This is an optimization exercise on Yosys and OpenROAD, whose aim is small area, not a production implementation.
The RTL was checked by simulation tests, not by an equivalence proof against the original design.
Power figures rest on the tool's default switching activity, not on a simulated workload.

### design/flow/flow/run.sh
#!/bin/bash
# Layout flow: the standard flow, with one extra step after the standard
# synthesis.  The combinational logic of the synthesized netlist is mapped a
# second time with a stronger ABC script (flow/remap.tcl, flow/remap.abc);
# the registers of the standard synthesis are kept as they are (same cells,
# same names).  Then the standard flow continues from that netlist.
# Each tool's output goes to a log file of its own in this folder.
set -euo pipefail
HERE=$PWD
RES=$HERE/orfs/results/$FLOW_PLATFORM/Tetris_top/base

# 1. standard synthesis
bash standard.sh "$RES/1_2_yosys.v" > 1_synth_standard.log 2>&1
cp "$RES/1_2_yosys.v" "$HERE/1_2_yosys_standard.v"

# 2. second mapping of the combinational logic, repeated on its own result
#    (every third pass with a second script, flow/remap_b.abc); the smallest
#    netlist is kept.  A pass whose result is implausibly small (under 70% of
#    the standard synthesis) is not kept.
export REMAP_LIB=$FLOW_HOME/platforms/$FLOW_PLATFORM/lib/sky130_fd_sc_hd__tt_025C_1v80.lib
export REMAP_SCRIPT=$HERE/flow/remap.abc
export REMAP_CONSTR=$HERE/flow/remap.constr
export REMAP_PERIOD_PS=$(awk "BEGIN{print int($FLOW_PERIOD_NS*1000)}")
prev=$HERE/1_2_yosys_standard.v
best=""; best_area=""
std_area=$(awk '/Chip area for module/ {print $NF}' "$HERE/orfs/reports/$FLOW_PLATFORM/Tetris_top/base/synth_stat.txt" 2>/dev/null || true)
for i in $(seq 1 12); do
  if (( i % 3 == 0 )); then export REMAP_SCRIPT=$HERE/flow/remap_b.abc; else export REMAP_SCRIPT=$HERE/flow/remap.abc; fi
  export REMAP_IN=$prev
  export REMAP_OUT=$HERE/1_2_yosys_remap$i.v
  export REMAP_STAT=$HERE/remap_stat$i.txt
  if ! yosys -c flow/remap.tcl > 2_remap$i.log 2>&1; then
    echo "pass $i: failed" >> 2_remap_summary.log
    continue
  fi
  area=$(awk '/Chip area for module/ {print $NF}' "$REMAP_STAT" 2>/dev/null || true)
  if [[ -z "$area" ]]; then
    echo "pass $i: no area" >> 2_remap_summary.log
    continue
  fi
  echo "pass $i: area $area" >> 2_remap_summary.log
  if [[ -n "$std_area" ]] && awk "BEGIN{exit !($area < 0.7 * $std_area)}"; then
    echo "pass $i: result rejected (standard synthesis $std_area)" >> 2_remap_summary.log
    continue
  fi
  if [[ -z "$best" ]] || awk "BEGIN{exit !($area < $best_area)}"; then
    best=$REMAP_OUT; best_area=$area
  fi
  prev=$REMAP_OUT
done
if [[ -z "$best" ]]; then best=$HERE/1_2_yosys_standard.v; best_area=$std_area; fi
echo "kept $best ($best_area)" >> 2_remap_summary.log
cp "$best" "$RES/1_2_yosys.v"
touch "$RES/1_2_yosys.v"

# 3. the rest of the standard flow, from the re-mapped netlist (with the
#    clock tree options of flow/cts_args.txt, if there is one)
if [[ -f flow/cts_args.txt ]]; then
  export CTS_ARGS="$(cat flow/cts_args.txt)"
fi
bash standard.sh > 3_layout_standard.log 2>&1
### design/flow/flow/cts_args.txt
-sink_clustering_enable -repair_clock_nets -sink_clustering_size 16 -sink_clustering_max_diameter 80 -buf_list sky130_fd_sc_hd__clkbuf_8 -dont_use_dummy_load
### design/flow/flow/remap.abc
strash
dc2
dch -f
&get -n
&nf -R 1000 -p -F 8 -C 32
&put
mfs -a
strash
dc2
dch -f
&get -n
&nf -R 1000 -p -F 8 -C 32
&put
mfs -a
strash
dc2
dch -f
&get -n
&nf -R 1000 -p -F 8 -C 32
&put
mfs -a
strash
dch -f
&get -n
&nf -R 1000 -p -F 8 -C 32
&put
topo
### design/flow/flow/remap.constr
set_driving_cell sky130_fd_sc_hd__buf_1
set_load 5
### design/flow/flow/remap.tcl
# Second mapping of the combinational logic of the standard synthesis netlist
# with a stronger ABC script.  The sequential cells (their instances and
# names) are kept as they are; only the logic between them is re-mapped.
yosys -import
set lib $::env(REMAP_LIB)
read_liberty -ignore_miss_func $lib
read_verilog $::env(REMAP_IN)
hierarchy -top Tetris_top
# keep the sequential cells
foreach m [split [string trim [tee -q -s result.string select -list-mod =sky130_fd_sc_hd__*df* =sky130_fd_sc_hd__*dl*]] "\n"] {
  setattr -mod -set keep_hierarchy 1 $m
}
flatten
opt_clean -purge
techmap
opt -fast -purge
# the platform's don't-use cells (platforms/sky130hd/config.mk)
set dont_use {}
foreach c {sky130_fd_sc_hd__probe_p_8 sky130_fd_sc_hd__probec_p_8 sky130_fd_sc_hd__lpflow_bleeder_1
           sky130_fd_sc_hd__lpflow_clkbufkapwr_1 sky130_fd_sc_hd__lpflow_clkbufkapwr_16 sky130_fd_sc_hd__lpflow_clkbufkapwr_2
           sky130_fd_sc_hd__lpflow_clkbufkapwr_4 sky130_fd_sc_hd__lpflow_clkbufkapwr_8 sky130_fd_sc_hd__lpflow_clkinvkapwr_1
           sky130_fd_sc_hd__lpflow_clkinvkapwr_16 sky130_fd_sc_hd__lpflow_clkinvkapwr_2 sky130_fd_sc_hd__lpflow_clkinvkapwr_4
           sky130_fd_sc_hd__lpflow_clkinvkapwr_8 sky130_fd_sc_hd__lpflow_decapkapwr_12 sky130_fd_sc_hd__lpflow_decapkapwr_3
           sky130_fd_sc_hd__lpflow_decapkapwr_4 sky130_fd_sc_hd__lpflow_decapkapwr_6 sky130_fd_sc_hd__lpflow_decapkapwr_8
           sky130_fd_sc_hd__lpflow_inputiso0n_1 sky130_fd_sc_hd__lpflow_inputiso0p_1 sky130_fd_sc_hd__lpflow_inputiso1n_1
           sky130_fd_sc_hd__lpflow_inputiso1p_1 sky130_fd_sc_hd__lpflow_inputisolatch_1 sky130_fd_sc_hd__lpflow_isobufsrc_1
           sky130_fd_sc_hd__lpflow_isobufsrc_16 sky130_fd_sc_hd__lpflow_isobufsrc_2 sky130_fd_sc_hd__lpflow_isobufsrc_4
           sky130_fd_sc_hd__lpflow_isobufsrc_8 sky130_fd_sc_hd__lpflow_isobufsrckapwr_16 sky130_fd_sc_hd__lpflow_lsbuf_lh_hl_isowell_tap_1
           sky130_fd_sc_hd__lpflow_lsbuf_lh_hl_isowell_tap_2 sky130_fd_sc_hd__lpflow_lsbuf_lh_hl_isowell_tap_4
           sky130_fd_sc_hd__lpflow_lsbuf_lh_isowell_4 sky130_fd_sc_hd__lpflow_lsbuf_lh_isowell_tap_1
           sky130_fd_sc_hd__lpflow_lsbuf_lh_isowell_tap_2 sky130_fd_sc_hd__lpflow_lsbuf_lh_isowell_tap_4} {
  lappend dont_use -dont_use $c
}
abc -script $::env(REMAP_SCRIPT) -liberty $lib {*}$dont_use -constr $::env(REMAP_CONSTR) -D $::env(REMAP_PERIOD_PS)
opt_clean -purge
hilomap -singleton -hicell sky130_fd_sc_hd__conb_1 HI -locell sky130_fd_sc_hd__conb_1 LO
# (no insbuf: the floorplan step buffers every port anyway)
splitnets
opt_clean -purge
foreach m [split [string trim [tee -q -s result.string select -list-mod =sky130_fd_sc_hd__*]] "\n"] {
  blackbox $m
}
tee -o $::env(REMAP_STAT) stat -liberty $lib
write_verilog -noattr -nohex -nodec $::env(REMAP_OUT)
### design/flow/flow/remap_b.abc
strash
dc2
dch -f
&get -n
&nf -R 1000
&put
mfs
strash
dch -f
&get -n
&nf -R 1000
&put
mfs
strash
dch -f
&get -n
&nf -R 1000
&put
topo
### design/flow/standard.sh
#!/bin/bash
# synth_recipe.tcl (not shown) runs the flow's synth.tcl, then flattens the netlist and writes it again
# the make line also repeats each setting of config.mk as NAME=value (left out here)
make -C /OpenROAD-flow-scripts/flow DESIGN_CONFIG=/design/flow/config.mk WORK_HOME=/design/flow/orfs CLKGATE_MAP_FILE= SYNTH_SCRIPT=/design/flow/synth_recipe.tcl "${@:-finish}"
### design/flow/config.mk
export PLATFORM = sky130hd
export DESIGN_NAME = Tetris_top
export DESIGN_NICKNAME = Tetris_top
export VERILOG_FILES = /design/flow/design.v
export SDC_FILE = /design/flow/constraint.sdc
export NUM_CORES = 8
export LEC_CHECK = 0
export ABC_AREA = 1
export CAP_MARGIN = 20
export CORE_MARGIN = 2
export CORE_UTILIZATION = 55
export CTS_BUF_LIST = sky130_fd_sc_hd__clkbuf_8
export CTS_CLUSTER_DIAMETER = 80
export CTS_CLUSTER_SIZE = 16
export HOLD_SLACK_MARGIN = 0
export PLACE_DENSITY = 0.7
export SLEW_MARGIN = 20
### design/flow/constraint.sdc
create_clock -name core_clock -period 12.0 [get_ports {clk}]
set_input_delay 2.4000 -clock core_clock [delete_from_list [all_inputs] [get_ports {clk}]]
set_output_delay 2.4000 -clock core_clock [all_outputs]
set_load 0.01 [all_outputs]
### design/flow/design.v
module tetris_main(clk, rst, c, Btn_Left, Btn_Right, Btn_Down, Btn_Spin,
                   gs_ent, dirty, g_ps, g_q, g_p, g_o, Score);
	input clk, rst;
	input [1:0] c;
	input Btn_Left, Btn_Right, Btn_Down, Btn_Spin;
	output [49:0] gs_ent;      
	output reg dirty;          
	output [4:0] g_ps;         
	output [4:0] g_q;          
	output [3:0] g_p;          
	output [3:0] g_o;          
	output reg [15:0] Score;   
	localparam S_Start = 4'd0, S_Initialize = 4'd1, S_GenerateNewPiece = 4'd2, S_Idle = 4'd3,
	           S_MoveLeft = 4'd4, S_MoveRight = 4'd5, S_Spin = 4'd6, S_SpinCorrection = 4'd7,
	           S_Wait = 4'd8, S_Tick = 4'd9, S_CleanFullRows = 4'd10, S_CleanEmptyRows = 4'd11,
	           S_CheckLoss = 4'd12, S_GameOver = 4'd13;
	localparam OP_NONE = 3'd0, OP_CLR = 3'd1, OP_SETTLE = 3'd2, OP_CLRROW = 3'd3, OP_SHIFT = 3'd4, OP_ROTP = 3'd5;
	wire ce = (c == 2'd1);
	wire [1:0] ge = c ^ 2'd2;    
	reg [3:0] Game_State;
	reg [6:0] Game_State_Counter;
	reg [2:0] Row_Elim_Counter;
	reg [11:0] Game_Clock_Counter;
	reg [2:0] Random_Counter;
	reg [4:0] PS;
	reg [4:0] SA_q;
	reg [3:0] SA_p;
	reg [2:0] op_r;
	reg [3:0] o;               
	assign g_o = o;
	reg acc1, acc2;
	reg [49:0] gW, gA, gB, gC;
	assign gs_ent = gC;
	assign g_ps = PS;
	assign g_q = SA_q;
	assign g_p = SA_p;
	wire [15:0] psd;
	assign psd[0] = 1'b0;
	assign psd[1] = 1'b0;
	assign psd[2] = (PS == 5'd2);
	assign psd[3] = 1'b0;
	assign psd[4] = 1'b0;
	assign psd[5] = (PS == 5'd5) | (PS == 5'd6) | (PS == 5'd8) | (PS == 5'd10) | (PS == 5'd15);
	assign psd[6] = (PS == 5'd2) | (PS == 5'd4) | (PS == 5'd6) | (PS == 5'd8) | (PS == 5'd12) | (PS == 5'd14) | (PS == 5'd17) | (PS == 5'd18) | (PS == 5'd19);
	assign psd[7] = (PS == 5'd4) | (PS == 5'd7) | (PS == 5'd9) | (PS == 5'd12);
	assign psd[8] = (PS == 5'd3);
	assign psd[9] = (PS == 5'd1) | (PS == 5'd3) | (PS == 5'd4) | (PS == 5'd5) | (PS == 5'd9) | (PS == 5'd10) | (PS == 5'd11) | (PS == 5'd13) | (PS == 5'd15) | (PS == 5'd16) | (PS == 5'd18) | (PS == 5'd19);
	assign psd[10] = (PS == 5'd1) | (PS == 5'd2) | (PS == 5'd3) | (PS == 5'd4) | (PS == 5'd5) | (PS == 5'd6) | (PS == 5'd7) | (PS == 5'd8) | (PS == 5'd9) | (PS == 5'd11) | (PS == 5'd12) | (PS == 5'd13) | (PS == 5'd14) | (PS == 5'd15) | (PS == 5'd16) | (PS == 5'd17) | (PS == 5'd18) | (PS == 5'd19);
	assign psd[11] = (PS == 5'd3) | (PS == 5'd6) | (PS == 5'd7) | (PS == 5'd9) | (PS == 5'd11) | (PS == 5'd13) | (PS == 5'd15) | (PS == 5'd16) | (PS == 5'd17) | (PS == 5'd18);
	assign psd[12] = 1'b0;
	assign psd[13] = (PS == 5'd1) | (PS == 5'd10) | (PS == 5'd11) | (PS == 5'd14);
	assign psd[14] = (PS == 5'd1) | (PS == 5'd2) | (PS == 5'd5) | (PS == 5'd7) | (PS == 5'd8) | (PS == 5'd10) | (PS == 5'd12) | (PS == 5'd14) | (PS == 5'd16) | (PS == 5'd17) | (PS == 5'd19);
	assign psd[15] = (PS == 5'd13);
	wire [4:0] ps_spin;
	assign ps_spin[0] = (PS == 5'd1) | (PS == 5'd2) | (PS == 5'd4) | (PS == 5'd6) | (PS == 5'd8) | (PS == 5'd10) | (PS == 5'd12) | (PS == 5'd14) | (PS == 5'd16) | (PS == 5'd18);
	assign ps_spin[1] = (PS == 5'd2) | (PS == 5'd3) | (PS == 5'd6) | (PS == 5'd7) | (PS == 5'd9) | (PS == 5'd10) | (PS == 5'd13) | (PS == 5'd14) | (PS == 5'd17) | (PS == 5'd18);
	assign ps_spin[2] = (PS == 5'd4) | (PS == 5'd5) | (PS == 5'd6) | (PS == 5'd7) | (PS == 5'd12) | (PS == 5'd13) | (PS == 5'd14) | (PS == 5'd15);
	assign ps_spin[3] = (PS == 5'd8) | (PS == 5'd9) | (PS == 5'd10) | (PS == 5'd11) | (PS == 5'd12) | (PS == 5'd13) | (PS == 5'd14) | (PS == 5'd15);
	assign ps_spin[4] = (PS == 5'd16) | (PS == 5'd17) | (PS == 5'd18) | (PS == 5'd19);
	wire [4:0] ps_new;
	assign ps_new[0] = (Random_Counter == 3'd0);
	assign ps_new[1] = (Random_Counter == 3'd1) || (Random_Counter == 3'd3);
	assign ps_new[2] = (Random_Counter == 3'd2) || (Random_Counter == 3'd3) || (Random_Counter == 3'd5);
	assign ps_new[3] = (Random_Counter == 3'd4) || (Random_Counter == 3'd5);
	assign ps_new[4] = (Random_Counter == 3'd6) || (Random_Counter == 3'd7);
	reg [8:0] tdec;
	always @(*) begin : tdecode
		integer i;
		for (i = -4; i <= 4; i = i + 1)
			tdec[i + 4] = (ge == 2'd0 && SA_q == 3 - i) || (ge == 2'd1 && SA_q == 8 - i) ||
			              (ge == 2'd2 && SA_q == 13 - i) || (ge == 2'd3 && SA_q == 18 - i);
	end
	wire [9:0] pdec;
	assign pdec[0] = !SA_p[3] && SA_p[2:0] == 3'd0;
	assign pdec[1] = !SA_p[3] && SA_p[2:0] == 3'd1;
	assign pdec[2] = SA_p[2:0] == 3'd2;
	assign pdec[3] = SA_p[2:0] == 3'd3;
	assign pdec[4] = SA_p[2:0] == 3'd4;
	assign pdec[5] = SA_p[2:0] == 3'd5;
	assign pdec[6] = SA_p[2:0] == 3'd6;
	assign pdec[7] = SA_p[2:0] == 3'd7;
	assign pdec[8] = SA_p[3] && !SA_p[0];
	assign pdec[9] = SA_p[3] && SA_p[0];
	reg [3:0] N [0:5];
	always @(*) begin : nibsel
		integer w, m;
		for (w = -1; w <= 4; w = w + 1) begin
			N[w + 1] = 4'b0;
			for (m = 0; m < 4; m = m + 1)
				if (tdec[m - w + 4]) N[w + 1] = N[w + 1] | psd[4 * m +: 4];
		end
	end
	wire [3:0] wr = {SA_p[3] || SA_p[2:0] == 3'd7, SA_p[3], SA_p[3] && SA_p[0], 1'b0};    
	reg [3:0] M [0:4];
	always @(*) begin : geom
		integer w, j;
		for (w = 0; w < 5; w = w + 1)
			for (j = 0; j < 4; j = j + 1)
				M[w][j] = wr[j] ? N[w][j] : N[w + 1][j];
	end
	reg [3:0] ok1, ok2;
	always @(*) begin : colprof
		integer m, j;
		for (j = 0; j < 4; j = j + 1) begin
			ok1[j] = 1'b0; ok2[j] = 1'b0;
			for (m = 0; m < 4; m = m + 1) begin
				if (SA_q <= 22 - m) ok1[j] = ok1[j] | psd[4 * m + j];
				if (SA_q <= 21 - m) ok2[j] = ok2[j] | psd[4 * m + j];
			end
		end
	end
	wire colL  = (ok1[0] & pdec[9]) | (ok1[1] & pdec[8]) | (ok1[2] & pdec[7]) | (ok1[3] & pdec[6]);
	wire colL2 = (ok1[0] & pdec[8]) | (ok1[1] & pdec[7]) | (ok1[2] & pdec[6]) | (ok1[3] & pdec[5]);
	wire colR  = (ok1[0] & pdec[0]) | (ok2[1] & pdec[9]) | (ok2[2] & pdec[8]) | (ok2[3] & pdec[7]);
	wire colR2 = (ok1[0] & pdec[1]) | (ok1[1] & pdec[0]) | (ok2[2] & pdec[9]) | (ok2[3] & pdec[8]);
	reg [4:0] bsel;
	always @(*) begin
		case (Game_State)
			S_CleanFullRows:  bsel = 5'd21 - Game_State_Counter[4:0];
			S_CleanEmptyRows: bsel = 5'd19 - Game_State_Counter[4:0];
			default:          bsel = 5'd0;
		endcase
	end
	reg [1:0] bg; reg [2:0] bw;
	always @(*) begin
		if (bsel >= 20) begin bg = 2'd0; bw = 3'd5; end    
		else if (bsel >= 15) begin bg = 2'd3; bw = bsel - 5'd15; end
		else if (bsel >= 10) begin bg = 2'd2; bw = bsel - 5'd10; end
		else if (bsel >= 5) begin bg = 2'd1; bw = bsel - 5'd5; end
		else begin bg = 2'd0; bw = bsel[2:0]; end
	end
	wire bsel_top = (bsel >= 20);
	reg [4:0] r_eq, r_ge, r_chk;
	always @(*) begin : rowcmp
		integer w;
		for (w = 0; w < 5; w = w + 1) begin
			r_eq[w] = !bsel_top && (ge == bg) && (bw == w);
			r_ge[w] = !bsel_top && ((ge > bg) || ((ge == bg) && (w >= bw)));
			if (w < 4) r_chk[w] = !bsel_top && (ge == bg) && (bw == w + 1);
			else r_chk[w] = (bsel_top && bsel == 5'd20 && ge == 2'd3) || (!bsel_top && (bg == ge + 2'd1) && (ge != 2'd3) && (bw == 3'd0));
		end
	end
	wire clr_all = rst | dirty | (op_r == OP_CLR);
	wire op_set = !clr_all && (op_r == OP_SETTLE);
	wire op_crow = !clr_all && (op_r == OP_CLRROW);
	wire op_shf = !clr_all && (op_r == OP_SHIFT);
	reg [49:0] T;
	always @(*) begin : xform
		integer w;
		reg [9:0] above, cr, rc;
		reg keep, sh;
		for (w = 0; w < 5; w = w + 1) begin
			if (w < 4) above = gC[10 * (w + 1) +: 10];
			else above = (ge == 2'd3) ? 10'b0 : gB[9:0];
			cr = gC[10 * w +: 10];
			case (op_r)
				OP_ROTP: rc = {cr[0], cr[9:1]};
				default: rc = cr;
			endcase
			sh = op_shf & r_ge[w];
			keep = !clr_all & !(op_crow & r_eq[w]) & !sh;
			T[10 * w +: 10] = (rc & {10{keep}}) | (above & {10{sh}}) | ({6'b0, M[w]} & {10{op_set}});
		end
	end
	reg hitL, hitR, hitT, hitS, hitF, hitE;
	always @(*) begin : checks
		integer w;
		reg [9:0] below, tr;
		reg [3:0] pr;
		hitL = 1'b0; hitR = 1'b0; hitT = 1'b0; hitS = 1'b0; hitF = 1'b0; hitE = 1'b0;
		for (w = 0; w < 5; w = w + 1) begin
			tr = T[10 * w +: 10];
			pr = M[w];
			if (w > 0) below = T[10 * (w - 1) +: 10];
			else below = (ge == 2'd0) ? 10'h3ff : gW[49:40];
			hitS = hitS | (|(tr[3:0] & pr));
			hitT = hitT | (|(below[3:0] & pr));
			hitL = hitL | (|(tr[4:1] & pr));
			hitR = hitR | (|({tr[2:0], tr[9]} & pr));
			hitF = hitF | (r_chk[w] & (&tr));
			hitE = hitE | (r_chk[w] & ~(|tr));
		end
	end
	wire row19_ne = |T[49:40];    
	wire spin_off = (o != SA_p);
	wire hit1 = (Game_State == S_SpinCorrection) ? (spin_off ? hitR : hitS) : (Game_State == S_Tick) ? hitT :
	            (Game_State == S_CleanFullRows) ? hitF : hitL;
	wire hit2 = (Game_State == S_CleanEmptyRows) ? hitE : hitR;
	wire f1 = acc1 | hit1, f2 = acc2 | hit2;
	wire fL = f1, fS = f1, fT = f1, fF = f1, fR = f2, fE = f2;
	always @(posedge clk) begin
		acc1 <= ((c == 2'd2) ? 1'b0 : acc1) | hit1;
		acc2 <= ((c == 2'd2) ? 1'b0 : acc2) | hit2;
	end
	always @(posedge clk) begin
		gW <= T;
		gA <= gW;
		gB <= gA;
		gC <= gB;
	end
	always @(posedge clk)
		if (rst) dirty <= 1'b1;
		else if (c == 2'd2) dirty <= 1'b0;
	reg [15:0] score_next;
	always @(*) begin : bcd
		reg [3:0] o, t, h, th, o2, t2;
		reg c0, c1, c2, wrap;
		reg [4:0] ts;
		reg [2:0] d;
		o = Score[3:0]; t = Score[7:4]; h = Score[11:8]; th = Score[15:12];
		c0 = 1'b0;
		if (Row_Elim_Counter == 3'd1 || Row_Elim_Counter == 3'd2 || Row_Elim_Counter == 3'd3) begin
			c0 = (o >= 4'd5);
			o = c0 ? o - 4'd5 : o + 4'd5;
		end
		d[0] = (Row_Elim_Counter == 3'd2);
		d[1] = (Row_Elim_Counter == 3'd3);
		d[2] = (Row_Elim_Counter == 3'd4);
		ts = t + d + c0;
		c1 = (ts >= 5'd10);
		t = c1 ? ts - 5'd10 : ts[3:0];
		c2 = c1 && (h == 4'd9);
		h = c1 ? ((h == 4'd9) ? 4'd0 : h + 4'd1) : h;
		th = th + c2;
		wrap = (th == 4'd8) && (h[1] || (h[0] && t == 4'd9 && o >= 4'd2));
		if (wrap) begin
			o2 = (o >= 4'd2) ? o - 4'd2 : o + 4'd8;
			t2 = (o >= 4'd2) ? ((t == 4'd9) ? 4'd0 : t + 4'd1) : t;
			score_next = {8'd0, t2, o2};
		end
		else score_next = {th, h, t, o};
	end
	reg [2:0] sa_op;
	reg [3:0] pn; reg [1:0] qop; reg [4:0] qc;
	always @(*) begin
		pn = SA_p; qop = 2'd0; qc = 5'd0;
		case (sa_op)
			3'd1: begin pn = 4'd3; qop = 2'd3; qc = 5'd21; end
			3'd2: if (SA_p == 4'd9) begin pn = 4'd0; qop = 2'd1; end
			      else if (SA_q == 5'd25 && SA_p == 4'd5) begin pn = 4'd0; qop = 2'd3; qc = 5'd0; end
			      else pn = SA_p + 4'd1;
			3'd3: if (SA_p == 4'd0) begin
			          if (SA_q == 5'd0) begin pn = 4'd5; qop = 2'd3; qc = 5'd25; end
			          else begin pn = 4'd9; qop = 2'd2; end
			      end
			      else pn = SA_p - 4'd1;
			3'd4: begin pn = 4'd0; qop = 2'd1; end
			3'd5: qop = 2'd1;
			3'd6: if (SA_q == 5'd0) begin
			          qop = 2'd3;
			          if (SA_p <= 4'd3) begin pn = SA_p + 4'd6; qc = 5'd24; end
			          else begin pn = SA_p - 4'd4; qc = 5'd25; end
			      end
			      else qop = 2'd2;
			default: ;
		endcase
	end
	reg [2:0] op_n;
	always @(*) begin
		sa_op = 3'd0;
		case (Game_State)
			S_GenerateNewPiece: if (Game_State_Counter == 0) sa_op = 3'd1;
			S_MoveLeft: sa_op = 3'd2;
			S_MoveRight: sa_op = 3'd3;
			S_SpinCorrection:
				if (Game_State_Counter[0] == 0) begin
					if (colL && colR) begin
						if (colL2 && colR2) sa_op = 3'd4;
						else if (!colL2) sa_op = 3'd2;
						else if (!colR2) sa_op = 3'd3;
					end
					else if (fS) sa_op = 3'd5;
				end
			S_Tick: if (!fT) sa_op = 3'd6;
			default: ;
		endcase
	end
	always @(posedge clk) begin
		if (ce) begin
			SA_p <= pn;
			case (qop)
				2'd1: SA_q <= SA_q + 5'd1;
				2'd2: SA_q <= SA_q - 5'd1;
				2'd3: SA_q <= qc;
				default: ;
			endcase
		end
	end
	always @(posedge clk) begin
		if (rst) begin
			Game_State <= S_Start;
			Score <= 16'd0;
			PS <= 5'd0;
			Random_Counter <= 3'd0;
			Game_Clock_Counter <= 12'd0;
		end
		else if (ce) begin
			Random_Counter <= (Random_Counter == 3'b110) ? 3'b0 : Random_Counter + 1'b1;
			if (Game_State == S_Idle)
				Game_Clock_Counter <= Game_Clock_Counter[10:0] + 12'd5;
			else if (Game_State == S_Spin)
				Game_Clock_Counter <= 12'd0;
			case (Game_State)
				S_Start: begin
					if (Btn_Spin) Game_State <= S_Initialize;
				end
				S_Initialize: begin
					Score <= 16'd0;
					Game_State <= S_GenerateNewPiece;
				end
				S_GenerateNewPiece: begin
					if (Game_State_Counter == 0) PS <= ps_new;
					if (Game_State_Counter >= 2) Game_State <= S_Idle;
				end
				S_Idle: begin
					if (Btn_Spin) Game_State <= S_Spin;
					else if (Btn_Left) begin
						if (!colL && !fL) Game_State <= S_MoveLeft;
					end
					else if (Btn_Right) begin
						if (!colR && !fR) Game_State <= S_MoveRight;
					end
					else if (Game_Clock_Counter[11] || Btn_Down) Game_State <= S_Tick;
				end
				S_MoveLeft: Game_State <= S_Wait;
				S_MoveRight: Game_State <= S_Wait;
				S_Spin: begin
					if (Game_State_Counter == 0) PS <= ps_spin;
					if (Game_State_Counter >= 3) Game_State <= S_SpinCorrection;
				end
				S_SpinCorrection: begin
					if (Game_State_Counter[0] == 0 && !(colL && colR) && !fS) Game_State <= S_Wait;
				end
				S_Wait: begin
					if (Game_State_Counter == 0) Game_State <= S_Idle;
				end
				S_Tick: begin
					if (fT) Game_State <= S_CleanFullRows;
					else Game_State <= S_Wait;
				end
				S_CleanFullRows: begin
					if (Game_State_Counter > 21) begin
						Score <= score_next;
						Game_State <= S_CleanEmptyRows;
					end
				end
				S_CleanEmptyRows: begin
					if (Game_State_Counter >= 18) Game_State <= S_CheckLoss;
				end
				S_CheckLoss: begin
					if (row19_ne) Game_State <= S_GameOver;
					else Game_State <= S_GenerateNewPiece;
				end
				S_GameOver: begin
					if (Btn_Spin) Game_State <= S_Initialize;
				end
				default: Game_State <= S_Start;
			endcase
		end
	end
	always @(posedge clk) begin
		if (ce) begin
			op_n = OP_NONE;
			case (Game_State)
				S_Start: begin
					op_n = OP_CLR;
					if (Btn_Spin) Game_State_Counter <= 7'd0;
				end
				S_Initialize: begin
					op_n = OP_CLR;
					Game_State_Counter <= 7'd0;
				end
				S_GenerateNewPiece: begin
					if (Game_State_Counter < 2) Game_State_Counter <= Game_State_Counter + 1'b1;
					else Game_State_Counter <= 7'd0;
				end
				S_Idle: begin
					if (Btn_Spin || (!Btn_Left && !Btn_Right && (Game_Clock_Counter[11] || Btn_Down)))
						Game_State_Counter <= 7'd0;
				end
				S_MoveLeft, S_MoveRight: Game_State_Counter <= 7'd1;
				S_Spin: begin
					if (Game_State_Counter < 3) Game_State_Counter <= Game_State_Counter + 1'b1;
					else Game_State_Counter <= 7'd0;
				end
				S_SpinCorrection: begin
					if (Game_State_Counter[0] == 0 && !(colL && colR) && !fS) Game_State_Counter <= 7'd1;
					else Game_State_Counter <= Game_State_Counter + 1'b1;
				end
				S_Wait: begin
					if (Game_State_Counter != 0) Game_State_Counter <= Game_State_Counter + 1'b1;
				end
				S_Tick: begin
					if (fT) begin
						op_n = OP_SETTLE;
						Game_State_Counter <= 7'd0;
					end
					else Game_State_Counter <= 7'd1;
				end
				S_CleanFullRows: begin
					if (Game_State_Counter == 0)
						Row_Elim_Counter <= 3'd0;
					else if (Game_State_Counter <= 20 && fF) begin
						op_n = OP_CLRROW;
						Row_Elim_Counter <= Row_Elim_Counter + 1'b1;
					end
					if (Game_State_Counter > 21) Game_State_Counter <= 7'd0;
					else Game_State_Counter <= Game_State_Counter + 1'b1;
				end
				S_CleanEmptyRows: begin
					if (Game_State_Counter <= 18 && fE) op_n = OP_SHIFT;
					if (Game_State_Counter < 18) Game_State_Counter <= Game_State_Counter + 1'b1;
					else Game_State_Counter <= 7'd0;
				end
				S_CheckLoss: begin
					if (!row19_ne) Game_State_Counter <= 7'd0;
				end
				default: ;
			endcase
			op_r <= op_n;
			if (op_n == OP_CLR) o <= 4'd3;
			else if (op_n == OP_NONE && (sa_op == 3'd2 || sa_op == 3'd4 ||
			         (Game_State == S_SpinCorrection ? (SA_p == o_inc) : (rot_t != o)))) begin
				op_r <= OP_ROTP;
				o <= o_inc;
			end
		end
	end
	wire [3:0] o_inc = (o[3] && o[0]) ? 4'd0 : o + 4'd1;
	wire post_settle = (Game_State == S_CleanFullRows) || (Game_State == S_CleanEmptyRows) ||
	                   (Game_State == S_CheckLoss) || (Game_State == S_GameOver) || (Game_State == S_GenerateNewPiece);
	wire [3:0] rot_t = post_settle ? 4'd3 : SA_p;
endmodule
`timescale 1ns / 1ps
module tetris_vga2(
	clk, rst, c, hlo, dirty,
	gs_ent, g_ps, g_q, g_p, g_o,
	HSync, VSync,
	R, G, B
    );
	input clk;
	input rst;
	input [1:0] c;
	input [3:0] hlo;           
	input dirty;
	input [49:0] gs_ent;
	input [4:0] g_ps;
	input [4:0] g_q;
	input [3:0] g_p;
	input [3:0] g_o;
	output reg HSync;
	output reg VSync;
	output wire [2:0] R;
	output wire [2:0] G;
	output wire [1:0] B;
	reg r2, r1, g2, g0;
	assign R = {r2, r1, r1};
	assign G = {g2, g2, g0};
	assign B = {g0, g0};
	reg [5:0] HorizontalCounterHi;
	wire [9:0] HorizontalCounter = {HorizontalCounterHi, hlo};
	reg [9:0] VerticalCounter;
	wire pxl_ce = (c == 2'd1);
	wire hsync_fall = pxl_ce && (HorizontalCounter == 10'd0);
	wire frame_start = hsync_fall && (VerticalCounter == 0);
	always @(posedge clk) begin
		if (rst)
			HorizontalCounterHi <= 0;
		else if (pxl_ce && hlo == 4'd15) begin
			if (HorizontalCounterHi < 6'd49)
				HorizontalCounterHi <= HorizontalCounterHi + 1'b1;
			else
				HorizontalCounterHi <= 0;
		end
	end
	always @(posedge clk) begin
		if (rst)
			HSync <= 1'b1;
		else if (pxl_ce)
			HSync <= !(HorizontalCounter < 96);
	end
	always @(posedge clk) begin
		if (rst)
			VerticalCounter <= 0;
		else if (hsync_fall) begin
			if (VerticalCounter < 524)
				VerticalCounter <= VerticalCounter + 1'b1;
			else
				VerticalCounter <= 0;
		end
	end
	always @(posedge clk) begin
		if (rst)
			VSync <= 1'b0;
		else if (pxl_ce)
			VSync <= !(VerticalCounter < 2);
	end
	reg [49:0] vW, vA, vB, vC;
	reg ld;
	reg blank;
	reg [4:0] s_ps;
	reg [4:0] s_q;
	reg [3:0] s_p;
	reg [3:0] s_o;
	always @(posedge clk) begin
		vW <= ld ? gs_ent : vC;
		vA <= vW;
		vB <= vA;
		vC <= vB;
	end
	always @(posedge clk)
		if (pxl_ce) ld <= frame_start;
	always @(posedge clk) begin
		if (rst) blank <= 1'b1;
		else if (frame_start && !dirty) blank <= 1'b0;
	end
	wire pre2 = pxl_ce && (VerticalCounter == 10'd0) && (HorizontalCounter == 10'd798);
	wire pre1 = pxl_ce && (VerticalCounter == 10'd0) && (HorizontalCounter == 10'd799);
	always @(posedge clk) begin
		if (pre2) s_ps <= g_ps;
		if (pre1) begin
			s_q <= g_q;
			s_p <= g_p;
		end
		if (frame_start) s_o <= g_o;
	end
	wire [9:0] H = HorizontalCounter;
	wire [9:0] V = VerticalCounter;
	wire [4:0] vq = V[8:4] + (V[3:0] >= 4'd13);
	wire [4:0] drow = (V <= 10'd108) ? 5'd19 : 5'd25 - vq;
	reg [1:0] dgrp; reg [2:0] dw;
	always @(*) begin
		if (drow >= 15) begin dgrp = 2'd3; dw = drow - 5'd15; end
		else if (drow >= 10) begin dgrp = 2'd2; dw = drow - 5'd10; end
		else if (drow >= 5) begin dgrp = 2'd1; dw = drow - 5'd5; end
		else begin dgrp = 2'd0; dw = drow[2:0]; end
	end
	wire [3:0] dcol = ~H[7:4];    
	wire [1:0] wgrp = (c - 2'd1) ^ 2'd2;    
	reg [9:0] vrow;
	always @(*)
		case (dw)
			3'd0: vrow = vW[9:0];
			3'd1: vrow = vW[19:10];
			3'd2: vrow = vW[29:20];
			3'd3: vrow = vW[39:30];
			default: vrow = vW[49:40];
		endcase
	wire [3:0] scol = (dcol >= s_o) ? dcol - s_o : dcol + 4'd10 - s_o;
	wire vbit = vrow[scol];
	reg cap;
	always @(posedge clk)
		if (wgrp == dgrp) cap <= vbit;
	wire abit = ((dgrp == 2'd2) ? vbit : cap) & !blank;
	wire [15:0] sd;
	assign sd[0] = 1'b0;
	assign sd[1] = 1'b0;
	assign sd[2] = (s_ps == 5'd2);
	assign sd[3] = 1'b0;
	assign sd[4] = 1'b0;
	assign sd[5] = (s_ps == 5'd5) | (s_ps == 5'd6) | (s_ps == 5'd8) | (s_ps == 5'd10) | (s_ps == 5'd15);
	assign sd[6] = (s_ps == 5'd2) | (s_ps == 5'd4) | (s_ps == 5'd6) | (s_ps == 5'd8) | (s_ps == 5'd12) | (s_ps == 5'd14) | (s_ps == 5'd17) | (s_ps == 5'd18) | (s_ps == 5'd19);
	assign sd[7] = (s_ps == 5'd4) | (s_ps == 5'd7) | (s_ps == 5'd9) | (s_ps == 5'd12);
	assign sd[8] = (s_ps == 5'd3);
	assign sd[9] = (s_ps == 5'd1) | (s_ps == 5'd3) | (s_ps == 5'd4) | (s_ps == 5'd5) | (s_ps == 5'd9) | (s_ps == 5'd10) | (s_ps == 5'd11) | (s_ps == 5'd13) | (s_ps == 5'd15) | (s_ps == 5'd16) | (s_ps == 5'd18) | (s_ps == 5'd19);
	assign sd[10] = (s_ps == 5'd1) | (s_ps == 5'd2) | (s_ps == 5'd3) | (s_ps == 5'd4) | (s_ps == 5'd5) | (s_ps == 5'd6) | (s_ps == 5'd7) | (s_ps == 5'd8) | (s_ps == 5'd9) | (s_ps == 5'd11) | (s_ps == 5'd12) | (s_ps == 5'd13) | (s_ps == 5'd14) | (s_ps == 5'd15) | (s_ps == 5'd16) | (s_ps == 5'd17) | (s_ps == 5'd18) | (s_ps == 5'd19);
	assign sd[11] = (s_ps == 5'd3) | (s_ps == 5'd6) | (s_ps == 5'd7) | (s_ps == 5'd9) | (s_ps == 5'd11) | (s_ps == 5'd13) | (s_ps == 5'd15) | (s_ps == 5'd16) | (s_ps == 5'd17) | (s_ps == 5'd18);
	assign sd[12] = 1'b0;
	assign sd[13] = (s_ps == 5'd1) | (s_ps == 5'd10) | (s_ps == 5'd11) | (s_ps == 5'd14);
	assign sd[14] = (s_ps == 5'd1) | (s_ps == 5'd2) | (s_ps == 5'd5) | (s_ps == 5'd7) | (s_ps == 5'd8) | (s_ps == 5'd10) | (s_ps == 5'd12) | (s_ps == 5'd14) | (s_ps == 5'd16) | (s_ps == 5'd17) | (s_ps == 5'd19);
	assign sd[15] = (s_ps == 5'd13);
	wire [5:0] k = {1'b0, drow} + 6'd3 - {1'b0, s_q};
	reg [3:0] nmain, nwrap;
	always @(*) begin
		case (k)
			6'd0: begin nmain = sd[3:0]; nwrap = 4'b0; end
			6'd1: begin nmain = sd[7:4]; nwrap = sd[3:0]; end
			6'd2: begin nmain = sd[11:8]; nwrap = sd[7:4]; end
			6'd3: begin nmain = sd[15:12]; nwrap = sd[11:8]; end
			6'd4: begin nmain = 4'b0; nwrap = sd[15:12]; end
			default: begin nmain = 4'b0; nwrap = 4'b0; end
		endcase
	end
	wire [4:0] jd = {1'b0, dcol} - {1'b0, s_p};    
	reg bbit0;
	wire bbit = bbit0 & !blank;
	always @(*) begin
		case (jd)
			5'd0: bbit0 = nmain[0];
			5'd1: bbit0 = nmain[1];
			5'd2: bbit0 = nmain[2];
			5'd3: bbit0 = nmain[3];
			5'd22: bbit0 = nwrap[0];    
			5'd23: bbit0 = nwrap[1];    
			5'd24: bbit0 = nwrap[2];    
			5'd25: bbit0 = nwrap[3];    
			default: bbit0 = 1'b0;
		endcase
	end
	always @(posedge clk) begin
		if (rst) begin
			r2 <= 1'b0; r1 <= 1'b0; g2 <= 1'b0; g0 <= 1'b0;
		end
		else if (pxl_ce) begin
			if (V < 76) begin
				r2 <= 1'b0; r1 <= 1'b0; g2 <= 1'b0; g0 <= 1'b0;
			end
			else if (V < 92 || (V >= 412 && V < 428)) begin
				if (H >= 336 && H < 528) begin
					r2 <= 1'b1; r1 <= 1'b1; g2 <= 1'b1; g0 <= 1'b1;
				end
				else begin
					r2 <= 1'b0; r1 <= 1'b0; g2 <= 1'b0; g0 <= 1'b0;
				end
			end
			else if (V < 412) begin
				if (H < 336 || H >= 528) begin
					r2 <= 1'b0; r1 <= 1'b0; g2 <= 1'b0; g0 <= 1'b0;
				end
				else if (H < 352 || H >= 512) begin
					r2 <= 1'b1; r1 <= 1'b1; g2 <= 1'b1; g0 <= 1'b1;
				end
				else begin
					r2 <= abit & bbit;
					r1 <= bbit;
					g2 <= abit & !bbit;
					g0 <= abit ^ bbit;
				end
			end
			else begin
				r2 <= 1'b0; r1 <= 1'b0; g2 <= 1'b0; g0 <= 1'b0;
			end
		end
	end
endmodule
`timescale 1ns / 1ps
module tetris_seg(clk, rst, num, c, hlo, seg, an);
	input clk, rst;
	input [15:0] num;        
	output [1:0] c;          
	output [3:0] hlo;        
	output [7:0] seg;
	output reg [3:0] an;
	reg [12:0] divider;
	assign c = divider[1:0];
	assign hlo = divider[5:2];
	wire scan_ce = (divider == 13'h0FFF);
	reg [3:0] dec_bcd;
	reg [3:0] pend;
	always @(posedge clk)
		if (rst) divider <= 13'd0;
		else divider <= divider + 1'b1;
	wire [3:0] an_next = {an[2:0], an[3] & ~(&an[2:0])};
	reg [3:0] digit;
	always @(*)
		case (an_next)
			4'b1110: digit = num[7:4];
			4'b1101: digit = num[11:8];
			4'b1011: digit = num[15:12];
			default: digit = num[3:0];
		endcase
	always @(posedge clk) begin
		if (rst) begin
			an <= 4'b1111;
			dec_bcd <= 4'd0;
			pend <= 4'd0;
		end
		else if (scan_ce) begin
			an <= an_next;
			dec_bcd <= pend;
			pend <= digit;
		end
	end
	assign seg[7] = 1'b1;
	assign seg[0] = !((dec_bcd == 4'd0) | (dec_bcd == 4'd2) | (dec_bcd == 4'd3) | (dec_bcd == 4'd5) | (dec_bcd == 4'd6) | (dec_bcd == 4'd7) | (dec_bcd == 4'd8) | (dec_bcd == 4'd9));
	assign seg[1] = !((dec_bcd == 4'd0) | (dec_bcd == 4'd1) | (dec_bcd == 4'd2) | (dec_bcd == 4'd3) | (dec_bcd == 4'd4) | (dec_bcd == 4'd7) | (dec_bcd == 4'd8) | (dec_bcd == 4'd9));
	assign seg[2] = !((dec_bcd == 4'd0) | (dec_bcd == 4'd1) | (dec_bcd == 4'd3) | (dec_bcd == 4'd4) | (dec_bcd == 4'd5) | (dec_bcd == 4'd6) | (dec_bcd == 4'd7) | (dec_bcd == 4'd8) | (dec_bcd == 4'd9));
	assign seg[3] = !((dec_bcd == 4'd0) | (dec_bcd == 4'd2) | (dec_bcd == 4'd3) | (dec_bcd == 4'd5) | (dec_bcd == 4'd6) | (dec_bcd == 4'd8) | (dec_bcd == 4'd9));
	assign seg[4] = !((dec_bcd == 4'd0) | (dec_bcd == 4'd2) | (dec_bcd == 4'd6) | (dec_bcd == 4'd8));
	assign seg[5] = !((dec_bcd == 4'd0) | (dec_bcd == 4'd4) | (dec_bcd == 4'd5) | (dec_bcd == 4'd6) | (dec_bcd == 4'd8) | (dec_bcd == 4'd9));
	assign seg[6] = !((dec_bcd == 4'd2) | (dec_bcd == 4'd3) | (dec_bcd == 4'd4) | (dec_bcd == 4'd5) | (dec_bcd == 4'd6) | (dec_bcd == 4'd8) | (dec_bcd == 4'd9));
endmodule
`timescale 1ns / 1ps
module Tetris_top(
	clk,
	rst,
	btnL,
	btnR,
	btnD,
	btnS,
	HSync,
	VSync,
	R,
	G,
	B,
	Seg,
	An
    );
	input clk, rst, btnL, btnR, btnD, btnS;
	output HSync, VSync;
	output [2:0] R;
	output [2:0] G;
	output [1:0] B;
	output [7:0] Seg;
	output [3:0] An;
	wire [1:0] c;
	wire [3:0] hlo;
	wire dirty;
	wire [49:0] gs_ent;
	wire [4:0] g_ps, g_q;
	wire [3:0] g_p, g_o;
	wire [15:0] score;
	tetris_main M_TET(.clk(clk), .rst(rst), .c(c), .Btn_Left(btnL), .Btn_Right(btnR), .Btn_Down(btnD),
		.Btn_Spin(btnS), .gs_ent(gs_ent), .dirty(dirty), .g_ps(g_ps), .g_q(g_q), .g_p(g_p), .g_o(g_o), .Score(score));
	tetris_vga2 M_VGA(.clk(clk), .rst(rst), .c(c), .hlo(hlo), .dirty(dirty), .gs_ent(gs_ent), .g_ps(g_ps), .g_q(g_q),
		.g_p(g_p), .g_o(g_o), .HSync(HSync), .VSync(VSync), .R(R), .G(G), .B(B));
	tetris_seg  M_SEG(.clk(clk), .rst(rst), .num(score), .c(c), .hlo(hlo), .seg(Seg), .an(An));
endmodule
==> results.sh, run 1 <==
export IMPL_status="timing/DRC/antenna clean"
export IMPL_cap_viol_max_count=0
export IMPL_slowest_delay_ps=750
export IMPL_die_y_um=195
export IMPL_vias_per_cell=6.21
export IMPL_synth_warnings=5
export IMPL_place_worst_setup_slack_ps=2890
export IMPL_layout_common_cells="491 x dfxtp_1, 230 x nand2_1, 200 x nor2_1"
export IMPL_postCtsSetupBuffers=0
export IMPL_hp_class="reg -> reg"
export IMPL_grt_met1_usage=0.393
export IMPL_grt_antenna_before_repair=3
export IMPL_drc=0
export IMPL_start_kind="register"
export IMPL_cts_made_buffers=41
export IMPL_cts_num_sinks=537
export IMPL_critPathMaxFanout=17
export IMPL_clockBufferDepth=3
export IMPL_seqCellArea_um2=11200
export IMPL_drt_initial_drc_count=1696
export IMPL_antenna_cells=0
export IMPL_syn_nets=2036
export IMPL_cpMostUsedCell="nor2b_1"
export IMPL_cts_hold_buf=0
export IMPL_ant_nets=0
export IMPL_tns_ps=0
export IMPL_worstPathArrival_ps=9630
export IMPL_p_sw_mw=0.637
export IMPL_slew_violations=0
export IMPL_grt_max_degree=51
export IMPL_grt_pass1_vias=14941
export IMPL_drive_gt1_frac=0.0289
export IMPL_cts_tree="done"
export IMPL_core_area_um2=36300
export IMPL_htree_levels=2
export IMPL_peakVddDrop_mv=0.106
export IMPL_fp_dieArea_um2=38100
export IMPL_drtPass1Iterations=9
export IMPL_clkPwrFrac=0.301
export IMPL_met3_usage=0.0482
export IMPL_use_met2=0.452
export IMPL_synth_area_per_cell_um2=9.91
export IMPL_final_core_util=0.596
export IMPL_wl_per_cell_um=20.9
export IMPL_critPathSlowestCell="o21ai_0"
export IMPL_initial_core_util=0.553
export IMPL_chipWidth_um=195
export IMPL_cp_num_buf_inv=0
export IMPL_place_gp_congestion=0.945
export IMPL_via_count=16041
export IMPL_synth_cells=2030
export IMPL_swShare=0.227
export IMPL_rsz0062_at_grt="no"
export IMPL_worstSetupEndpointType="register"
export IMPL_fmaxAchievable_mhz=106
export IMPL_pwr_share_comb=0.042
export IMPL_dp_hpwl_um=39800
export IMPL_max_slew_margin=0.288
export IMPL_cts_resized=0
export IMPL_port_buffers=26
export IMPL_hold_ws_ps=299
export IMPL_area_growth_pct=7.66
export IMPL_worstSkewPairLatency_ps=640
export IMPL_hold_violations=0
export IMPL_intPower_mw=2.16
export IMPL_critPathTopFamily="simple AND/OR/NAND/NOR gates"
export IMPL_setup_viol=0
export IMPL_grt_pass1_wl_um=84300
export IMPL_fin_total_pwr_mw=2.80
export IMPL_skew_ps=69.5
export IMPL_nets=2122
export IMPL_fin_cells=2582
export IMPL_fin_area_um2=21700
export IMPL_seqPwrFrac=0.656
export IMPL_grt_busiest_layer="met2"
export IMPL_p_leak_nw=7.99
export IMPL_multiInputGateArea_um2=8790
export IMPL_worst_slack_ps=2600
export IMPL_post_route_period_util=0.783
export IMPL_pin_count=28
export IMPL_clock_root_buffer="clkbuf_8"
export IMPL_postPlaceCellArea_um2=21100
export IMPL_fillers=3169
export IMPL_grt_use_total=0.282
export IMPL_clkTransAtPathRegs_ps=100
export IMPL_path_class="reg -> reg"
export IMPL_wirelength_um=53900
export IMPL_rows=70
export IMPL_cellPowerDensity_nw_per_um2=129
export IMPL_overflow=0
export IMPL_required_ps=12230
export IMPL_tightestPinTransition_ps=1060
export IMPL_period_needed_ps=9400
export IMPL_synth_area_um2=20100
export IMPL_final_common_cell="dfxtp_1"
export IMPL_place_inst=2541
power by group through the flow:
stage	Combinational (mW)	Clock, mW	Sequential (mW)
5_1_grt	0.129	0.927	1.84
3_3_place_gp	0.115	0	1.88
4_1_cts	0.117	0.868	1.84
3_5_place_dp	0.117	0	1.88
6_report	0.119	0.844	1.84
2_1_floorplan	0.0769	0	1.88
registers in the layout (all words and copies together) (netlist names), 5 cells and up:
register and flops:
M_TET.gA 50, M_TET.gB 50, M_TET.gC 50, M_TET.gW 50, M_VGA.vA 50, M_VGA.vB 50
M_VGA.vC 50, M_VGA.vW 50, M_TET.Score 16, M_SEG.divider 13, M_TET.Game_Clock_Counter 12, M_VGA.VerticalCounter 10
M_TET.Game_State_Counter 7, M_VGA.HorizontalCounterHi 6, M_TET.PS 5, M_TET.SA_q 5, M_VGA.s_ps 5, M_VGA.s_q 5
final timing paths:
path | start | endpoint | slack (ps) | cells after the start
setup / recovery | M_TET.Game_State[3]$_SDFFE_PP0P_ | M_TET.SA_q[4]$_DFFE_PP_ | 2600 | 33
hold / removal | M_TET.gA[42]$_DFF_P_ | M_TET.gB[42]$_DFF_P_ | 300 | 0
setup reg to reg | M_TET.Game_State[3]$_SDFFE_PP0P_ | M_TET.SA_q[4]$_DFFE_PP_ | 2600 | 33
hold reg to reg | M_TET.gA[42]$_DFF_P_ | M_TET.gB[42]$_DFF_P_ | 300 | 0
final cells by class:
type                       count  share of cell area
inverter                      33             0.00572
timing repair buffer          43              0.0177
clock buffer                  41              0.0261
multi-input combinational   1460               0.406
tap                          468              0.0270
sequential                   537               0.518
layer usage:
metal / part of all wire / wire length [um] / up-vias
li1: - / - / 7679
met1: 0.45 / 24500 / 7627
met2: 0.46 / 24600 / 627
met3: 0.064 / 3440 / 108
met4: 0.026 / 1410 / 0
met5: 0 / 0 / -
==> inputs of run 2 (changes only) <==
--- a/design/flow/config.mk
+++ b/design/flow/config.mk
@@ -13,4 +13,5 @@
 export CTS_CLUSTER_DIAMETER = 80
 export CTS_CLUSTER_SIZE = 16
+export GPL_TIMING_DRIVEN = 0
 export HOLD_SLACK_MARGIN = 0
 export PLACE_DENSITY = 0.7
==> run 2 against run 1 <==
Register-to-register slack lost 450 ps; clock power decreased by 2%; worst setup slack worse by 450 ps; count of clock-buffer cells in the layout is 1 lower; critical path type unchanged.
==> results.sh, run 2 <==
export IMPL_worstSetupEndpointType="register"
export IMPL_overflow=0
export IMPL_seqCellArea_um2=11200
export IMPL_pin_count=28
export IMPL_cts_num_sinks=537
export IMPL_required_ps=12250
export IMPL_period_needed_ps=9850
export IMPL_status="timing/DRC/antenna clean"
export IMPL_cpMostUsedCell="nor2b_1"
export IMPL_clkTransAtPathRegs_ps=100
export IMPL_rsz0062_at_grt="no"
export IMPL_dp_hpwl_um=37800
export IMPL_crit_start="M_TET.Game_State[3]$_SDFFE_PP0P_"
export IMPL_rows=70
export IMPL_reg2regPathDepth=31
export IMPL_setup_viol=0
export IMPL_grt_pass1_wl_um=80800
export IMPL_synth_warnings=5
export IMPL_drt_initial_drc_count=1665
export IMPL_path_class="reg -> reg"
export IMPL_clock_root_buffer="clkbuf_8"
export IMPL_grt_pass1_vias=14901
export IMPL_post_route_period_util=0.821
export IMPL_cp_num_buf_inv=0
export IMPL_wl_per_cell_um=20.2
export IMPL_regToRegStartpoint="M_TET.Game_State[3]$_SDFFE_PP0P_"
export IMPL_initial_core_util=0.553
export IMPL_htree_levels=2
export IMPL_grt_max_degree=36
export IMPL_vias_per_cell=6.26
export IMPL_hold_ws_ps=293
export IMPL_slowest_delay_ps=900
export IMPL_critPathTopFamily="simple AND/OR/NAND/NOR gates"
export IMPL_cts_hold_buf=0
export IMPL_cp_num_cells=31
export IMPL_drtPass1Iterations=8
export IMPL_area_growth_pct=7.65
export IMPL_port_buffers=26
export IMPL_fmaxAchievable_mhz=102
export IMPL_ant_nets=0
export IMPL_hold_violations=0
export IMPL_chipWidth_um=195
export IMPL_tns_ps=0
export IMPL_grt_antenna_before_repair=1
export IMPL_core_area_um2=36300
export IMPL_worstPathArrival_ps=10100
export IMPL_postCtsSetupBuffers=0
export IMPL_via_count=16106
export IMPL_die_y_um=195
export IMPL_start_kind="register"
export IMPL_skew_ps=59.9
export IMPL_cts_tree="done"
export IMPL_synth_area_per_cell_um2=9.91
export IMPL_drc=0
export IMPL_crit_end="M_TET.SA_q[3]$_DFFE_PP_"
export IMPL_nets=2111
export IMPL_p_leak_nw=7.96
export IMPL_synth_cells=2030
export IMPL_final_common_cell="dfxtp_1"
export IMPL_slew_violations=0
export IMPL_synth_area_um2=20100
export IMPL_multiInputGateArea_um2=8790
export IMPL_tightestPinTransition_ps=1110
export IMPL_worstSkewPairLatency_ps=640
export IMPL_max_slew_margin=0.254
export IMPL_drive_gt1_frac=0.0247
export IMPL_hp_class="reg -> reg"
export IMPL_reg2reg_to="M_TET.SA_q[3]$_DFFE_PP_"
export IMPL_critPathSlowestCell="o21ai_0"
export IMPL_wirelength_um=52000
export IMPL_fillers=3107
export IMPL_cts_resized=0
export IMPL_cap_viol_max_count=0
export IMPL_layout_common_cells="491 x dfxtp_1, 229 x nand2_1, 200 x nor2_1"
export IMPL_reg2reg_slack_ps=2150
export IMPL_clockBufferDepth=3
export IMPL_place_gp_congestion=0.934
export IMPL_cellPowerDensity_nw_per_um2=129
export IMPL_grt_use_total=0.267
export IMPL_peakVddDrop_mv=0.0950
export IMPL_fp_dieArea_um2=38100
export IMPL_syn_nets=2036
export IMPL_critPathMaxFanout=17
export IMPL_cts_made_buffers=40
-- run 2: changes by cell type in the layout (fill, tap and decap cells not counted), moves of 2 or more --
cell and delta:
buf_16 +2, o21ai_1 +2, buf_8 +3, buf_4 -16, o21ai_0 -2
-- run 2: cell type report --
class,instances,area share
Antenna cell,1,0.000116
Clock buffer,40,0.0254
Inverter,33,0.00572
Multi-Input combinational cell,1460,0.406
Sequential cell,537,0.518
Tap cell,468,0.0270
Timing Repair Buffer,33,0.0177
-- run 2: per-layer routing --
layer / vias up / routed length [um] / track usage
met4: 0 / 1460 / 0.0891
met3: 125 / 3560 / 0.0364
met1: 7682 / 23800 / 0.378
met5: - / 0 / 0
li1: 7628 / - / -
met2: 671 / 23200 / 0.422
-- run 2: through the flow --
stage	total power [mW]	instances	worst slack (ps)	utilization	instance area, um^2
2_1_floorplan	1.95	2030	4700	-	20100
3_3_place_gp	1.99	2524	1050	0.577	21000
3_5_place_dp	2.00	2531	2420	0.580	21100
4_1_cts	2.81	2571	2450	0.596	21600
5_1_grt	2.88	2571	1700	0.596	21600
6_report	2.79	2572	2150	0.596	21700
-- run 2: power by group --
group          total [mW]  leakage [nW]  switching, mW  internal, mW
Clock               0.829         0.288          0.529         0.300
Combinational       0.118          3.30         0.0751        0.0429
Sequential           1.84          4.37         0.0217          1.82
-- run 2: worst min path at each step --
stage | depth (start not counted) | start | to
5_1_grt | 0 | M_TET.gA[6]$_DFF_P_ | M_TET.gB[6]$_DFF_P_
6_report | 0 | M_TET.gA[6]$_DFF_P_ | M_TET.gB[6]$_DFF_P_
3_3_place_gp | 0 | M_TET.gB[35]$_DFF_P_ | M_TET.gC[35]$_DFF_P_
2_1_floorplan | 0 | M_TET.gW[0]$_DFF_P_ | M_TET.gA[0]$_DFF_P_
3_5_place_dp | 0 | M_VGA.vB[48]$_DFF_P_ | M_VGA.vC[48]$_DFF_P_
4_1_cts | 0 | M_TET.gA[6]$_DFF_P_ | M_TET.gB[6]$_DFF_P_
==> inputs of run 3 (changes only) <==
--- a/design/flow/flow/run.sh
+++ b/design/flow/flow/run.sh
@@ -15,6 +15,6 @@
 
 # 2. second mapping of the combinational logic, repeated on its own result
-#    (every third pass with a second script, flow/remap_b.abc); the smallest
-#    netlist is kept.  A pass whose result is implausibly small (under 70% of
+#    (passes cycle through flow/remap.abc, remap_c.abc and remap_b.abc); the
+#    smallest netlist is kept.  A pass whose result is implausibly small (under 70% of
 #    the standard synthesis) is not kept.
 export REMAP_LIB=$FLOW_HOME/platforms/$FLOW_PLATFORM/lib/sky130_fd_sc_hd__tt_025C_1v80.lib
@@ -25,6 +25,10 @@
 best=""; best_area=""
 std_area=$(awk '/Chip area for module/ {print $NF}' "$HERE/orfs/reports/$FLOW_PLATFORM/Tetris_top/base/synth_stat.txt" 2>/dev/null || true)
-for i in $(seq 1 12); do
-  if (( i % 3 == 0 )); then export REMAP_SCRIPT=$HERE/flow/remap_b.abc; else export REMAP_SCRIPT=$HERE/flow/remap.abc; fi
+for i in $(seq 1 20); do
+  case $(( i % 4 )) in
+    0) export REMAP_SCRIPT=$HERE/flow/remap_b.abc ;;
+    2) export REMAP_SCRIPT=$HERE/flow/remap_c.abc ;;
+    *) export REMAP_SCRIPT=$HERE/flow/remap.abc ;;
+  esac
   export REMAP_IN=$prev
   export REMAP_OUT=$HERE/1_2_yosys_remap$i.v
==> design/flow/flow/remap_c.abc (new file) <==
strash
dc2
dch -f
&get -n
&nf -R 1000 -p -F 8 -C 32
&put
mfs -a
strash
dc2
dch -f
&get -n
&nf -R 1000 -p -F 8 -C 32
&put
mfs -a
strash
dch -f
&get -n
&nf -R 1000 -p -F 8 -C 32
&put
topo
--- a/design/flow/config.mk
+++ b/design/flow/config.mk
@@ -13,5 +13,4 @@
 export CTS_CLUSTER_DIAMETER = 80
 export CTS_CLUSTER_SIZE = 16
-export GPL_TIMING_DRIVEN = 0
 export HOLD_SLACK_MARGIN = 0
 export PLACE_DENSITY = 0.7
==> run 3 against run 2 <==
Still clean; synthesized cell count grew 0.99%; cell count grew 0.70%; via count grew 1.8%; maximum frequency grew 13%; critical path type unchanged; critical endpoint is now M_TET.SA_q[2]$_DFFE_PP_.
==> results.sh, run 3 <==
export IMPL_worstSetupEndpointType="register"
export IMPL_period_needed_ps=8730
export IMPL_synth_area_per_cell_um2=9.79
export IMPL_clock_root_buffer="clkbuf_8"
export IMPL_wl_per_cell_um=21.4
export IMPL_layout_common_cells="491 x dfxtp_1, 226 x nand2_1, 203 x nor2_1"
export IMPL_synth_area_um2=20100
export IMPL_wirelength_um=55500
export IMPL_grt_use_total=0.289
export IMPL_cellPowerDensity_nw_per_um2=128
export IMPL_fmaxAchievable_mhz=115
export IMPL_grt_max_degree=51
export IMPL_worstSkewPairLatency_ps=630
export IMPL_p_leak_nw=7.89
export IMPL_cts_hold_buf=0
export IMPL_worstPathArrival_ps=9170
export IMPL_area_growth_pct=7.38
export IMPL_slowest_delay_ps=670
export IMPL_chipWidth_um=195
export IMPL_cts_resized=0
export IMPL_pin_count=28
export IMPL_die_y_um=195
export IMPL_core_area_um2=35700
export IMPL_grt_antenna_before_repair=3
export IMPL_fin_total_pwr_mw=2.76
export IMPL_status="timing/DRC/antenna clean"
export IMPL_hold_ws_ps=250
export IMPL_cpMostUsedCell="o21ai_0"
export IMPL_nets=2136
export IMPL_fin_cells=2590
export IMPL_cts_tree="done"
export IMPL_critPathSlowestCell="nor2_1"
export IMPL_post_route_period_util=0.727
export IMPL_slew_violations=0
export IMPL_multiInputGateArea_um2=8710
export IMPL_peakVddDrop_mv=0.108
export IMPL_port_buffers=26
export IMPL_cts_made_buffers=40
export IMPL_start_kind="register"
export IMPL_drc=0
export IMPL_tightestPinTransition_ps=1190
export IMPL_vias_per_cell=6.33
export IMPL_drt_initial_drc_count=1497
export IMPL_postCtsSetupBuffers=0
export IMPL_cts_num_sinks=537
export IMPL_place_inst=2549
export IMPL_seqCellArea_um2=11200
export IMPL_skew_ps=74.8
export IMPL_rsz0062_at_grt="no"
export IMPL_setup_viol=0
export IMPL_hold_violations=0
export IMPL_dp_hpwl_um=41200
export IMPL_path_class="reg -> reg"
export IMPL_synth_cells=2050
export IMPL_fp_dieArea_um2=38000
export IMPL_final_common_cell="dfxtp_1"
export IMPL_via_count=16393
export IMPL_hp_class="reg -> reg"
export IMPL_clkTransAtPathRegs_ps=90
export IMPL_ant_nets=0
export IMPL_rows=69
export IMPL_drive_gt1_frac=0.0254
export IMPL_overflow=0
export IMPL_max_slew_margin=0.196
export IMPL_place_gp_congestion=0.956
export IMPL_grt_pass1_wl_um=86000
export IMPL_required_ps=12450
export IMPL_grt_pass1_vias=15285
export IMPL_syn_nets=2056
export IMPL_clockBufferDepth=3
export IMPL_drtPass1Iterations=8
export IMPL_initial_core_util=0.561
export IMPL_critPathMaxFanout=11
export IMPL_fillers=3075
export IMPL_tns_ps=0
export IMPL_htree_levels=2
export IMPL_cap_viol_max_count=0
export IMPL_synth_warnings=5
run 3: area by class of cell:
cell class | instances | share of cell area
Multi-Input combinational cell | 1472 | 0.404
Timing Repair Buffer | 38 | 0.0160
Inverter | 41 | 0.00714
Clock buffer | 40 | 0.0256
Tap cell | 461 | 0.0268
Antenna cell | 1 | 0.000116
Sequential cell | 537 | 0.520
run 3: path summary, 6_finish.rpt:
| path | from | endpoint | slack, ps | cells after the start |
|---|---|---|---|---|
| max | M_TET.Game_State_Counter[1]$_DFFE_PP_ | M_TET.SA_q[2]$_DFFE_PP_ | 3270 | 31 |
| min | M_TET.gW[3]$_DFF_P_ | M_TET.gA[3]$_DFF_P_ | 250 | 0 |
| max reg2reg | M_TET.Game_State_Counter[1]$_DFFE_PP_ | M_TET.SA_q[2]$_DFFE_PP_ | 3270 | 31 |
| min reg2reg | M_TET.gW[3]$_DFF_P_ | M_TET.gA[3]$_DFF_P_ | 250 | 0 |
run 3: through the flow:
step                      area [um^2]  setup slack (ps)   util
after floorplan                 20100              4640      -
after global routing            21500              2210  0.603
after detailed placement        21000              3010  0.587
after global placement          21000              3180  0.587
final                           21500              3270  0.603
after CTS                       21500              3470  0.603
run 3: worst max-delay path: cells and delay by family (launching register included):
kind,cells,cell delay (ps)
xor gates and xnor gates,2,560
DFF,1,510
and+or+nand+nor,12,2710
AOI/OAI and AO/OA,15,4320
buffers and inverters,2,440
run 3: metal layers:
layer,part of all wire,global-route usage
met4,0.039,0.119
met3,0.069,0.0477
met5,0.00016,0
met1,0.45,0.400
met2,0.44,0.451
run 3: power by group:
part / leakage, nW / switching (mW) / internal [mW]
registers: 4.37 / 0.0166 / 1.81
clock network: 0.288 / 0.529 / 0.300
logic: 3.23 / 0.0677 / 0.0315

==> port drivers added, routing unchanged <==
No port has a modelled driver above. Below, the same layouts with a new extraction and two added sets of constraints.
Step 1, drivers: a clkbuf_16 drives clk and a buf_2 each remaining input, both assumed.
Step 2 moves the port delays by t, midway between the first and last clock arrival at a register: inputs arrive t later, outputs are due t later. That takes back most of the time a late clock gives input paths.
Three values: ideal, step 1, step 2; two values: the first two.
run	t (ns)	slack for setup (ns)	slew at the worst register clock pin (ns)
run 1	0.645	2.598 / 2.598 / 2.598	0.10 / 0.10
run 2	0.660	2.151 / 2.151 / 2.151	0.10 / 0.10
run 3	0.651	3.275 / 3.275 / 2.798	0.11 / 0.11
After both steps every run listed still meets setup and hold. The setup slack of run 3, which loses most, moves by 0.000 ns with the drivers and by -0.477 ns with both steps.
